Source: an optimization exercise on an open RTL-to-GDS flow (aim: small area). Production flows keep margins and buffers that such runs may drop. RTL that was checked went through simulation tests only; none was proved equivalent to the original. Power is estimated from default activity; no workload was simulated.

==> v1 <==
==> flow/design.v <==
`timescale 1ns / 1ps
module iic_driver #
	(
		parameter	CLKIN_MHz = 100,
		parameter 	IIC_KHz = 1000,
		parameter	TIMEOUT_us = 1,
		parameter	RESTART_DELAY_us = 0
	)
	(
	input 				clk_in,
	input 				rst_n,
	input 				sda_in,
	output				sda_out,
	output				sda_en,
	output				scl,
	input				cmd_en,
	input	[7:0]		addr,
	input	[31:0]		cmd,
	input	[2:0]		cmd_len,
	input				wdata_vld,
	input	[7:0]		wdata,
	input	[7:0]		rd_len,
	output	[7:0]	rdata,
	output				rdata_vld,
	output				cmd_done,
	output	reg 		opt_err
    );
localparam	S_IDLE0   = 4'b0000,	 
			S_IDLE1   = 4'b0001,	 
			S_STARTA  = 4'b0010,	 
			S_STARTR  = 4'b0011,	 
			S_W_ADDR  = 4'b0100,
			S_W_CMD   = 4'b0101,
			S_W_WR    = 4'b0110,
			S_W_RADDR = 4'b0111,
			S_A_ADDR  = 4'b1000,
			S_A_CMD   = 4'b1001,
			S_A_WR    = 4'b1010,
			S_A_RADDR = 4'b1011,
			S_DELAY   = 4'b1100,
			S_READ    = 4'b1101,
			S_ASK     = 4'b1110,
			S_STOP    = 4'b1111;
reg [3:0]	st, nst;
reg [6:0]	clk_cnt;	 
reg			cnt_flag;
reg [7:0]	tcnt;		 
reg [7:0]	bc;			 
reg			cmd_en_z;
reg [7:0]	fifo [0:31];
wire rise   = cmd_en & ~cmd_en_z;
wire c24    = (clk_cnt == 7'd24);
wire c99    = (clk_cnt == 7'd99);
wire ge74   = (clk_cnt >= 7'd74);
wire ge50   = (clk_cnt >= 7'd50);
wire lt25   = (clk_cnt < 7'd25);
wire is_idle  = (st[3:1] == 3'b000);
wire is_start = (st[3:1] == 3'b001);
wire is_w     = (st[3:2] == 2'b01);
wire is_a     = (st[3:2] == 2'b10);
wire tmo      = tcnt >= 8'd156;
wire last_bit = (tcnt[3:0] == 4'd7);
wire last_cmd = (bc[7:6] == cmd_len[1:0]);
wire last_wr  = bc[5];
wire last_rd  = (bc == rd_len);
wire align    = (st == S_STARTA) & clk_cnt[6] & ~tcnt[5];
wire consume  = (st == S_W_WR) & c24 & last_bit;
wire rd_shift = (st == S_READ) & c99;
wire shift    = wdata_vld | align | consume | rd_shift;
always @(*) begin
	nst = st;
	case (st)
	S_IDLE0, S_IDLE1:
		if (rise) nst = S_STARTA;
	S_STARTA:
		if (c99) nst = S_W_ADDR;
	S_STARTR:
		if (c99) nst = S_W_RADDR;
	S_W_ADDR, S_W_CMD, S_W_WR, S_W_RADDR:
		if (c24 & last_bit) nst = {2'b10, st[1:0]};
	S_A_ADDR:
		if (c24) begin
			if (tmo) nst = S_STOP;
			else if (cmd_len != 3'd0) nst = S_W_CMD;
			else if (addr[0]) nst = S_READ;
			else nst = S_W_WR;
		end
	S_A_CMD:
		if (c24) begin
			if (tmo) nst = S_STOP;
			else if (!last_cmd) nst = S_W_CMD;
			else if (addr[0]) nst = S_DELAY;
			else if (last_wr) nst = S_STOP;
			else nst = S_W_WR;
		end
	S_A_WR:
		if (c24) begin
			if (tmo | last_wr) nst = S_STOP;
			else nst = S_W_WR;
		end
	S_A_RADDR:
		if (c24) nst = tmo ? S_STOP : S_READ;
	S_DELAY:
		if (c24) nst = S_STARTR;
	S_READ:
		if (c24 & last_bit) nst = S_ASK;
	S_ASK:
		if (c24) nst = last_rd ? S_STOP : S_READ;
	S_STOP:
		if (c24) nst = S_IDLE1;
	endcase
end
always @(posedge clk_in or negedge rst_n)
	if (~rst_n) st <= S_IDLE0;
	else st <= nst;
always @(posedge clk_in) begin
	cmd_en_z <= cmd_en;
	if (is_idle | c99) clk_cnt <= 7'd0;
	else if (cnt_flag) clk_cnt <= clk_cnt + 7'd1;
	cnt_flag <= ~((is_a & ge74 & ~tmo & sda_in) | ((nst == S_DELAY) & (st != S_DELAY)));
	if (is_a) tcnt <= c24 ? 8'd0 : tcnt + 8'd1;
	else if (is_w | (st == S_READ)) begin
		if (c24) tcnt <= tcnt + 8'd1;
	end
	else if (st == S_ASK) tcnt <= 8'd0;
	else if (is_idle) tcnt <= {7'd0, wdata_vld};
	else if ((st == S_STARTA) & ~c99) begin
		if (wdata_vld | align) tcnt <= tcnt + 8'd1;
	end
	else tcnt <= 8'hff;
	if (is_idle) bc <= 8'd0;
	else if (align | consume | (((st == S_W_CMD) | (st == S_READ)) & c24 & last_bit))
		bc <= bc + ((st == S_W_CMD) ? 8'd64 : 8'd1);
	else if ((st == S_A_RADDR) | ((st == S_A_ADDR) & addr[0]))
		bc <= 8'd0;
end
integer i;
always @(posedge clk_in)
	if (shift) begin
		fifo[0] <= st[3] ? {fifo[0][6:0], sda_in} : wdata;
		for (i = 1; i < 32; i = i + 1)
			fifo[i] <= fifo[i-1];
	end
always @(posedge clk_in or negedge rst_n)
	if (~rst_n) opt_err <= 1'b0;
	else if (rise) opt_err <= 1'b0;
	else if (is_a & tmo) opt_err <= 1'b1;
reg [7:0] txb;
always @(*) begin
	case (st[1:0])
	2'b00: txb = {addr[7:1], (cmd_len == 3'd0) ? addr[0] : 1'b0};
	2'b01: case (bc[7:6])
			2'd0: txb = cmd[7:0];
			2'd1: txb = cmd[15:8];
			2'd2: txb = cmd[23:16];
			default: txb = cmd[31:24];
			endcase
	2'b10: txb = fifo[31];
	default: txb = {addr[7:1], 1'b1};
	endcase
end
reg sda_o;
always @(*) begin
	case (st)
	S_STARTA, S_STARTR: sda_o = ~ge50;
	S_W_ADDR, S_W_CMD, S_W_WR, S_W_RADDR: sda_o = tcnt[3] ? 1'b0 : txb[~tcnt[2:0]];
	S_ASK:  sda_o = last_rd;
	S_STOP: sda_o = lt25;
	default: sda_o = 1'b1;
	endcase
end
assign sda_out = sda_o;
assign sda_en = ~(is_a | (st == S_READ));
assign scl = is_idle | is_start | ge50 | (((st == S_DELAY) | (st == S_STOP)) & lt25);
assign rdata     = fifo[0];
assign rdata_vld = (st == S_ASK) & (clk_cnt == 7'd25);
assign cmd_done  = (st == S_IDLE1);
endmodule
==> flow/flow/run.sh <==
#!/bin/bash
set -euo pipefail
export BUFFER_PORTS_ARGS="-buffer_cell sky130_fd_sc_hd__buf_1"
export CTS_ARGS="-sink_clustering_enable -repair_clock_nets -dont_use_dummy_load"
bash standard.sh > flow_make.log 2>&1
==> flow/standard.sh <==
#!/bin/bash
# synth_recipe.tcl (not shown) runs the flow's synth.tcl, then flattens the netlist and writes it again
# the make line also repeats each setting of config.mk as NAME=value (left out here)
make -C /OpenROAD-flow-scripts/flow DESIGN_CONFIG=/design/flow/config.mk WORK_HOME=/design/flow/orfs CLKGATE_MAP_FILE= SYNTH_SCRIPT=/design/flow/synth_recipe.tcl "${@:-finish}"
==> flow/config.mk <==
export PLATFORM = sky130hd
export DESIGN_NAME = iic_driver
export DESIGN_NICKNAME = iic_driver
export VERILOG_FILES = /design/flow/design.v
export SDC_FILE = /design/flow/constraint.sdc
export NUM_CORES = 4
export LEC_CHECK = 0
export CAP_MARGIN = 20
export CORE_MARGIN = 2
export CORE_UTILIZATION = 40
export SLEW_MARGIN = 20
==> flow/constraint.sdc <==
create_clock -name core_clock -period 10.0 [get_ports {clk_in}]
set_input_delay 2.0000 -clock core_clock [delete_from_list [all_inputs] [get_ports {clk_in}]]
set_output_delay 2.0000 -clock core_clock [all_outputs]
set_load 0.01 [all_outputs]
==> v30 (differences from v1) <==
==> flow/design.v, changed modules only <==
module iic_driver #
	(
		parameter	CLKIN_MHz = 100,
		parameter 	IIC_KHz = 1000,
		parameter	TIMEOUT_us = 1,
		parameter	RESTART_DELAY_us = 0
	)
	(
	input 				clk_in,
	input 				rst_n,
	input 				sda_in,
	output				sda_out,
	output				sda_en,
	output				scl,
	input				cmd_en,
	input	[7:0]		addr,
	input	[31:0]		cmd,
	input	[2:0]		cmd_len,
	input				wdata_vld,
	input	[7:0]		wdata,
	input	[7:0]		rd_len,
	output	[7:0]	rdata,
	output				rdata_vld,
	output				cmd_done,
	output	reg 		opt_err
    );
localparam	S_IDLE0   = 4'b0000,	 
			S_IDLE1   = 4'b0001,	 
			S_STARTA  = 4'b0010,	 
			S_STARTR  = 4'b0011,	 
			S_W_ADDR  = 4'b0100,
			S_W_CMD   = 4'b0101,
			S_W_WR    = 4'b0110,
			S_W_RADDR = 4'b0111,
			S_A_ADDR  = 4'b1000,
			S_A_CMD   = 4'b1001,
			S_A_WR    = 4'b1010,
			S_A_RADDR = 4'b1011,
			S_DELAY   = 4'b1100,
			S_READ    = 4'b1101,
			S_ASK     = 4'b1110,
			S_STOP    = 4'b1111;
reg [3:0]	st, nst;
reg [6:0]	clk_cnt;	 
reg			cnt_flag;
reg [7:0]	tcnt;		 
reg [7:0]	bc;			 
reg			cmd_en_z;
reg [7:0]	fifo [0:31];
wire rise   = cmd_en & ~cmd_en_z;
wire c24    = (clk_cnt == 7'd24);
wire c99    = (clk_cnt == 7'd99);
wire ge74   = (clk_cnt >= 7'd74);
wire ge50   = (clk_cnt >= 7'd50);
wire lt25   = (clk_cnt < 7'd25);
wire is_idle  = (st[3:1] == 3'b000);
wire is_start = (st[3:1] == 3'b001);
wire is_w     = (st[3:2] == 2'b01);
wire is_a     = (st[3:2] == 2'b10);
wire tmo      = tcnt >= 8'd156;
wire last_bit = &tcnt[2:0];
wire post     = lt25 & tcnt[5];	 
wire last_cmd = (bc[7:6] == cmd_len[1:0]);
wire last_wr  = bc[5];
wire last_rd  = &bc;	 
wire align    = (st == S_STARTA) & clk_cnt[6] & ~tcnt[5];
wire consume  = (st == S_W_WR) & c24 & last_bit;
wire rd_shift = (st == S_READ) & c99;
wire shift    = wdata_vld | align | consume | rd_shift;
always @(*) begin
	nst = st;
	case (st)
	S_IDLE0, S_IDLE1:
		if (rise) nst = S_STARTA;
	S_STARTA, S_STARTR:
		if (c24 & tcnt[5]) nst = {2'b01, st[0], st[0]};
	S_W_ADDR, S_W_CMD, S_W_WR, S_W_RADDR:
		if (c24 & last_bit) nst = {2'b10, st[1:0]};
	S_A_ADDR:
		if (c24) begin
			if (tmo) nst = S_STOP;
			else if (cmd_len != 3'd0) nst = S_W_CMD;
			else if (addr[0]) nst = S_READ;
			else nst = S_W_WR;
		end
	S_A_CMD:
		if (c24) begin
			if (tmo) nst = S_STOP;
			else if (!last_cmd) nst = S_W_CMD;
			else if (addr[0]) nst = S_DELAY;
			else if (last_wr) nst = S_STOP;
			else nst = S_W_WR;
		end
	S_A_WR:
		if (c24) begin
			if (tmo | last_wr) nst = S_STOP;
			else nst = S_W_WR;
		end
	S_A_RADDR:
		if (c24) nst = tmo ? S_STOP : S_READ;
	S_DELAY:
		if (c24) nst = S_STARTR;
	S_READ:
		if (c24 & last_bit) nst = S_ASK;
	S_ASK:
		if (c24) nst = last_rd ? S_STOP : S_READ;
	S_STOP:
		if (c24) nst = S_IDLE1;
	endcase
end
always @(posedge clk_in or negedge rst_n)
	if (~rst_n) st <= S_IDLE0;
	else st <= nst;
always @(posedge clk_in) begin
	cmd_en_z <= cmd_en;
	if (is_idle | c99) clk_cnt <= 7'd0;
	else if (cnt_flag) clk_cnt <= clk_cnt + 7'd1;
	cnt_flag <= ~((is_a & ge74 & ~tmo & sda_in) | ((nst == S_DELAY) & (st != S_DELAY)));
	if (is_a) tcnt <= c24 ? 8'd0 : tcnt + 8'd1;
	else if (st == S_DELAY) tcnt <= tcnt + 8'd1;
	else if (st == S_ASK) tcnt <= 8'd0;
	else if (is_idle) tcnt <= wdata_vld ? tcnt + 8'd1 : 8'd0;
	else if (is_start) begin
		if (c24 & tcnt[5]) tcnt <= 8'd0;
		else if (wdata_vld | align) tcnt <= tcnt + 8'd1;
	end
	else if (c24) tcnt <= tcnt + 8'd1;
	if (is_idle) bc <= 8'd0;
	else if (align | consume | (((st == S_W_CMD) | (st == S_READ)) & c24 & last_bit))
		bc <= bc + ((st == S_W_CMD) ? 8'd64 : 8'd1);
	else if ((st == S_A_RADDR) | ((st == S_A_ADDR) & addr[0] & (cmd_len == 3'd0)))
		bc <= ~rd_len;
end
integer i;
always @(posedge clk_in)
	if (shift) begin
		fifo[0] <= st[3] ? {fifo[0][6:0], sda_in} : wdata;
		for (i = 1; i < 32; i = i + 1)
			fifo[i] <= fifo[i-1];
	end
always @(posedge clk_in or negedge rst_n)
	if (~rst_n) opt_err <= 1'b0;
	else if (rise) opt_err <= 1'b0;
	else if (is_a & tmo) opt_err <= 1'b1;
wire [2:0] bidx = ~tcnt[2:0];
wire cmd_bit  = cmd[{bc[7:6], bidx}];
wire addr_bit = (bidx == 3'd0) ? (st[0] | ((cmd_len == 3'd0) & addr[0])) : addr[bidx];
wire wr_bit   = fifo[31][bidx];
wire txbit    = (st[1:0] == 2'b01) ? cmd_bit : (st[1:0] == 2'b10) ? wr_bit : addr_bit;
reg sda_o;
always @(*) begin
	case (st)
	S_STARTA, S_STARTR: sda_o = ~ge50 & ~post;
	S_W_ADDR, S_W_CMD, S_W_WR, S_W_RADDR: sda_o = txbit;
	S_ASK:  sda_o = last_rd;
	S_STOP: sda_o = lt25;
	default: sda_o = 1'b1;
	endcase
end
assign sda_out = sda_o;
assign sda_en = ~(is_a | (st == S_READ));
assign scl = is_idle | ge50 | (is_start & ~post) | (((st == S_DELAY) | (st == S_STOP)) & lt25);
assign rdata     = fifo[0];
assign rdata_vld = (st == S_ASK) & (clk_cnt == 7'd25);
assign cmd_done  = (st == S_IDLE1);
endmodule
==> flow/flow/run.sh (replaced) <==
#!/bin/bash
set -euo pipefail
export BUFFER_PORTS_ARGS="-buffer_cell sky130_fd_sc_hd__buf_1"
export CTS_ARGS="-sink_clustering_enable -repair_clock_nets -dont_use_dummy_load -buf_list sky130_fd_sc_hd__clkbuf_8 -sink_clustering_size 16 -sink_clustering_max_diameter 80"
bash standard.sh > flow_make.log 2>&1
==> v37 (differences from v1) <==
==> flow/design.v, changed modules only <==
module iic_driver #
	(
		parameter	CLKIN_MHz = 100,
		parameter 	IIC_KHz = 1000,
		parameter	TIMEOUT_us = 1,
		parameter	RESTART_DELAY_us = 0
	)
	(
	input 				clk_in,
	input 				rst_n,
	input 				sda_in,
	output				sda_out,
	output				sda_en,
	output				scl,
	input				cmd_en,
	input	[7:0]		addr,
	input	[31:0]		cmd,
	input	[2:0]		cmd_len,
	input				wdata_vld,
	input	[7:0]		wdata,
	input	[7:0]		rd_len,
	output	[7:0]	rdata,
	output				rdata_vld,
	output				cmd_done,
	output	reg 		opt_err
    );
localparam	S_IDLE0   = 4'b0000,	 
			S_IDLE1   = 4'b0001,	 
			S_STARTA  = 4'b0010,	 
			S_STARTR  = 4'b0011,	 
			S_W_ADDR  = 4'b0100,
			S_W_CMD   = 4'b0110,
			S_W_WR    = 4'b0101,
			S_W_RADDR = 4'b0111,
			S_A_ADDR  = 4'b1000,
			S_A_CMD   = 4'b1010,
			S_A_WR    = 4'b1001,
			S_A_RADDR = 4'b1011,
			S_DELAY   = 4'b1100,
			S_READ    = 4'b1101,
			S_ASK     = 4'b1110,
			S_STOP    = 4'b1111;
reg [3:0]	st, nst;
reg [6:0]	clk_cnt;	 
reg			cnt_flag;
reg [7:0]	tcnt;		 
reg [7:0]	bc;			 
reg			cmd_en_z;
reg [7:0]	fifo [0:31];
wire rise   = cmd_en & ~cmd_en_z;
wire c24    = (clk_cnt == 7'd24);
wire c99    = (clk_cnt == 7'd99);
wire ge74   = (clk_cnt >= 7'd74);
wire ge50   = (clk_cnt >= 7'd50);
wire lt25   = (clk_cnt < 7'd25);
wire is_idle  = (st[3:1] == 3'b000);
wire is_start = (st[3:1] == 3'b001);
wire is_w     = (st[3:2] == 2'b01);
wire is_a     = (st[3:2] == 2'b10);
localparam [7:0] T_S0 = 8'h97;
wire [7:0] tnext  = {tcnt[6:0], ~(tcnt[7] ^ tcnt[6] ^ tcnt[1] ^ tcnt[0])};
wire last_bit = ~tcnt[2] & tcnt[1];
wire t32      = tcnt[6] & tcnt[2] & tcnt[0];
wire tmo      = (tcnt[7] & ~tcnt[6] & tcnt[5] & ~tcnt[3] & ~tcnt[2] & tcnt[1]) | opt_err;
wire sec      = t32 | st[0];	 
wire post     = lt25 & sec;		 
wire last_cmd = (bc[7:6] == cmd_len[1:0]);
wire last_wr  = bc[5];
wire last_rd  = &bc;	 
wire align    = (st == S_STARTA) & clk_cnt[6] & ~t32;
wire consume  = (st == S_W_WR) & c24 & last_bit;
wire rd_shift = (st == S_READ) & c99;
wire shift    = wdata_vld | align | consume | rd_shift;
wire lo_inc   = align | consume | ((st == S_READ) & c24 & last_bit);
wire hi_inc   = ((st == S_W_CMD) & c24 & last_bit) | (lo_inc & (&bc[5:0]));
always @(*) begin
	nst = st;
	case (st)
	S_IDLE0, S_IDLE1:
		if (rise) nst = S_STARTA;
	S_STARTA, S_STARTR:
		if (c24 & sec) nst = {2'b01, st[0], st[0]};
	S_W_ADDR, S_W_CMD, S_W_WR, S_W_RADDR:
		if (c24 & last_bit) nst = {2'b10, st[1:0]};
	S_A_ADDR:
		if (c24) begin
			if (tmo) nst = S_STOP;
			else if (cmd_len != 3'd0) nst = S_W_CMD;
			else if (addr[0]) nst = S_READ;
			else nst = S_W_WR;
		end
	S_A_CMD:
		if (c24) begin
			if (tmo) nst = S_STOP;
			else if (!last_cmd) nst = S_W_CMD;
			else if (addr[0]) nst = S_DELAY;
			else if (last_wr) nst = S_STOP;
			else nst = S_W_WR;
		end
	S_A_WR:
		if (c24) begin
			if (tmo | last_wr) nst = S_STOP;
			else nst = S_W_WR;
		end
	S_A_RADDR:
		if (c24) nst = tmo ? S_STOP : S_READ;
	S_DELAY:
		if (c24) nst = S_STARTR;
	S_READ:
		if (c24 & last_bit) nst = S_ASK;
	S_ASK:
		if (c24) nst = last_rd ? S_STOP : S_READ;
	S_STOP:
		if (c24) nst = S_IDLE1;
	endcase
end
always @(posedge clk_in or negedge rst_n)
	if (~rst_n) st <= S_IDLE0;
	else st <= nst;
always @(posedge clk_in) begin
	cmd_en_z <= cmd_en;
	if (is_idle | c99) clk_cnt <= 7'd0;
	else if (cnt_flag) clk_cnt <= clk_cnt + 7'd1;
	cnt_flag <= ~((is_a & ge74 & ~tmo & sda_in) | ((nst == S_DELAY) & (st != S_DELAY)));
	if (st[3] & (st != S_READ)) tcnt <= c24 ? T_S0 : tnext;
	else if (is_idle) tcnt <= wdata_vld ? tnext : T_S0;
	else if (is_start) begin
		if (c24 & sec) tcnt <= T_S0;
		else if (wdata_vld | align) tcnt <= tnext;
	end
	else if (c24) tcnt <= tnext;
	if (is_idle) bc <= 8'd0;
	else if ((st == S_A_RADDR) | ((st == S_A_ADDR) & addr[0] & (cmd_len == 3'd0)))
		bc <= ~rd_len;
	else begin
		if (lo_inc) bc[5:0] <= bc[5:0] + 6'd1;
		if (hi_inc) bc[7:6] <= bc[7:6] + 2'd1;
	end
end
integer i;
always @(posedge clk_in)
	if (shift) begin
		fifo[0] <= {wdata[7:1], st[3] ? sda_in : wdata[0]};
		for (i = 1; i < 32; i = i + 1)
			fifo[i] <= fifo[i-1];
	end
always @(posedge clk_in or negedge rst_n)
	if (~rst_n) opt_err <= 1'b0;
	else if (rise) opt_err <= 1'b0;
	else if (is_a & tmo) opt_err <= 1'b1;
reg [2:0] bidx;
always @(*)
	case (tcnt[6:4])
	3'd1: bidx = 3'd7;
	3'd2: bidx = 3'd6;
	3'd5: bidx = 3'd5;
	3'd3: bidx = 3'd4;
	3'd7: bidx = 3'd3;
	3'd6: bidx = 3'd2;
	3'd4: bidx = 3'd1;
	default: bidx = 3'd0;
	endcase
wire cmd_bit  = cmd[{bc[7:6], bidx}];
wire addr_bit = (bidx == 3'd0) ? (st[0] | ((cmd_len == 3'd0) & addr[0])) : addr[bidx];
wire wr_bit   = fifo[31][bidx];
wire txbit    = (st[1:0] == 2'b10) ? cmd_bit : (st[1:0] == 2'b01) ? wr_bit : addr_bit;
reg sda_o;
always @(*) begin
	case (st)
	S_STARTA, S_STARTR: sda_o = ~ge50 & ~post;
	S_W_ADDR, S_W_CMD, S_W_WR, S_W_RADDR: sda_o = txbit;
	S_ASK:  sda_o = last_rd;
	S_STOP: sda_o = lt25;
	default: sda_o = 1'b1;
	endcase
end
assign sda_out = sda_o;
assign sda_en = ~(is_a | (st == S_READ));
assign scl = is_idle | ge50 | (is_start & ~post) | (((st == S_DELAY) | (st == S_STOP)) & lt25);
assign rdata     = {fifo[7][0], fifo[6][0], fifo[5][0], fifo[4][0],
					fifo[3][0], fifo[2][0], fifo[1][0], fifo[0][0]};
assign rdata_vld = (st == S_ASK) & (clk_cnt == 7'd25);
assign cmd_done  = (st == S_IDLE1);
endmodule
==> flow/flow/run.sh (replaced) <==
#!/bin/bash
# The standard layout with these changes:
# - synthesis maps the logic with an area-oriented ABC script (flow/synth.tcl,
#   flow/abc_area.script) and leaves adders to ABC (no ADDER_MAP_FILE)
# - ports are buffered with the smallest buffer
# - CTS uses clkbuf_8 leaf buffers for clusters of at most 18 sinks, clkbuf_4
#   above them, and inserts no dummy loads
set -euo pipefail
here=$(pwd)
export FLOW_WORK=$here
export MY_ABC_SCRIPT=$here/flow/abc_area.script
export BUFFER_PORTS_ARGS="-buffer_cell sky130_fd_sc_hd__buf_1"
export CTS_ARGS='-sink_clustering_enable -repair_clock_nets -dont_use_dummy_load -buf_list {sky130_fd_sc_hd__clkbuf_4 sky130_fd_sc_hd__clkbuf_8} -root_buf sky130_fd_sc_hd__clkbuf_4 -tree_buf sky130_fd_sc_hd__clkbuf_4 -sink_clustering_buffer sky130_fd_sc_hd__clkbuf_8 -sink_clustering_size 18 -sink_clustering_max_diameter 80'
sed "s|SYNTH_SCRIPT=[^ ]*|SYNTH_SCRIPT=$here/flow/synth.tcl|" standard.sh > synth_area.sh
ADDER_MAP_FILE= bash synth_area.sh synth > synth_make.log 2>&1
bash standard.sh > flow_make.log 2>&1
==> flow/flow/abc_area.script (new file) <==
strash
&get -n
&deepsyn -J 200 -T 200
&put
dc2
dch -f
amap
strash
dc2
dch -f
amap
topo
==> flow/flow/synth.tcl (new file) <==
# The standard synthesis (synth_recipe.tcl), with one change: the final
# technology mapping uses the area-oriented ABC script in MY_ABC_SCRIPT
# instead of ORFS's speed script. Registers are mapped before ABC runs, so
# they are the same as in the standard synthesis.
proc abc {args} {
  set i [lsearch -exact $args -script]
  if {$i >= 0} { lset args [expr {$i + 1}] $::env(MY_ABC_SCRIPT) }
  yosys abc {*}$args
}
source $::env(FLOW_WORK)/synth_recipe.tcl
==> comparison <==
Against v1, the utilization of v30 is lower by 1.2 points. Between v1 and v37, the lower clock power is in v37 (gap 77%, measured against v37). The lowest synthesized area belongs to v37, the highest to v1. Sequential power: v30 > v1 > v37.
No functional check of the RTL was part of v1.

static timing again, ports no longer ideal:
The results above use ideal ports. As a check the final layouts listed here were re-extracted and re-timed, cells and wires unchanged.
Step 1 (the two cells are an assumption about what drives the block):
set clk [get_ports {clk_in}]
set_driving_cell -lib_cell sky130_fd_sc_hd__clkbuf_16 $clk
set_driving_cell -lib_cell sky130_fd_sc_hd__buf_2 [delete_from_list [all_inputs] $clk]
Step 2, shift: input delay + t, output delay - t, t = (earliest + latest rising clock arrival at the registers) / 2. This alone moves slack from input paths to output paths.
Three values: ideal ports, drivers, drivers and shift; two values: the first two.
run	t, ns	setup WS [ns]	hold slack, ns	clock arrival spread, ns	worst slew at a driven data input, ns
v1	0.557	4.405 / 4.382 / 4.382	0.390 / 0.390 / 0.390	0.062 / 0.062	0.05
v30	0.552	4.244 / 4.220 / 4.220	0.397 / 0.397 / 0.397	0.052 / 0.053	0.06
v37	0.644	4.393 / 4.371 / 4.371	0.370 / 0.370 / 0.370	0.054 / 0.054	0.05
After both steps every run listed still meets setup and hold. The setup slack of v30, which loses most, moves by -0.024 ns with the drivers and by -0.024 ns with both steps.
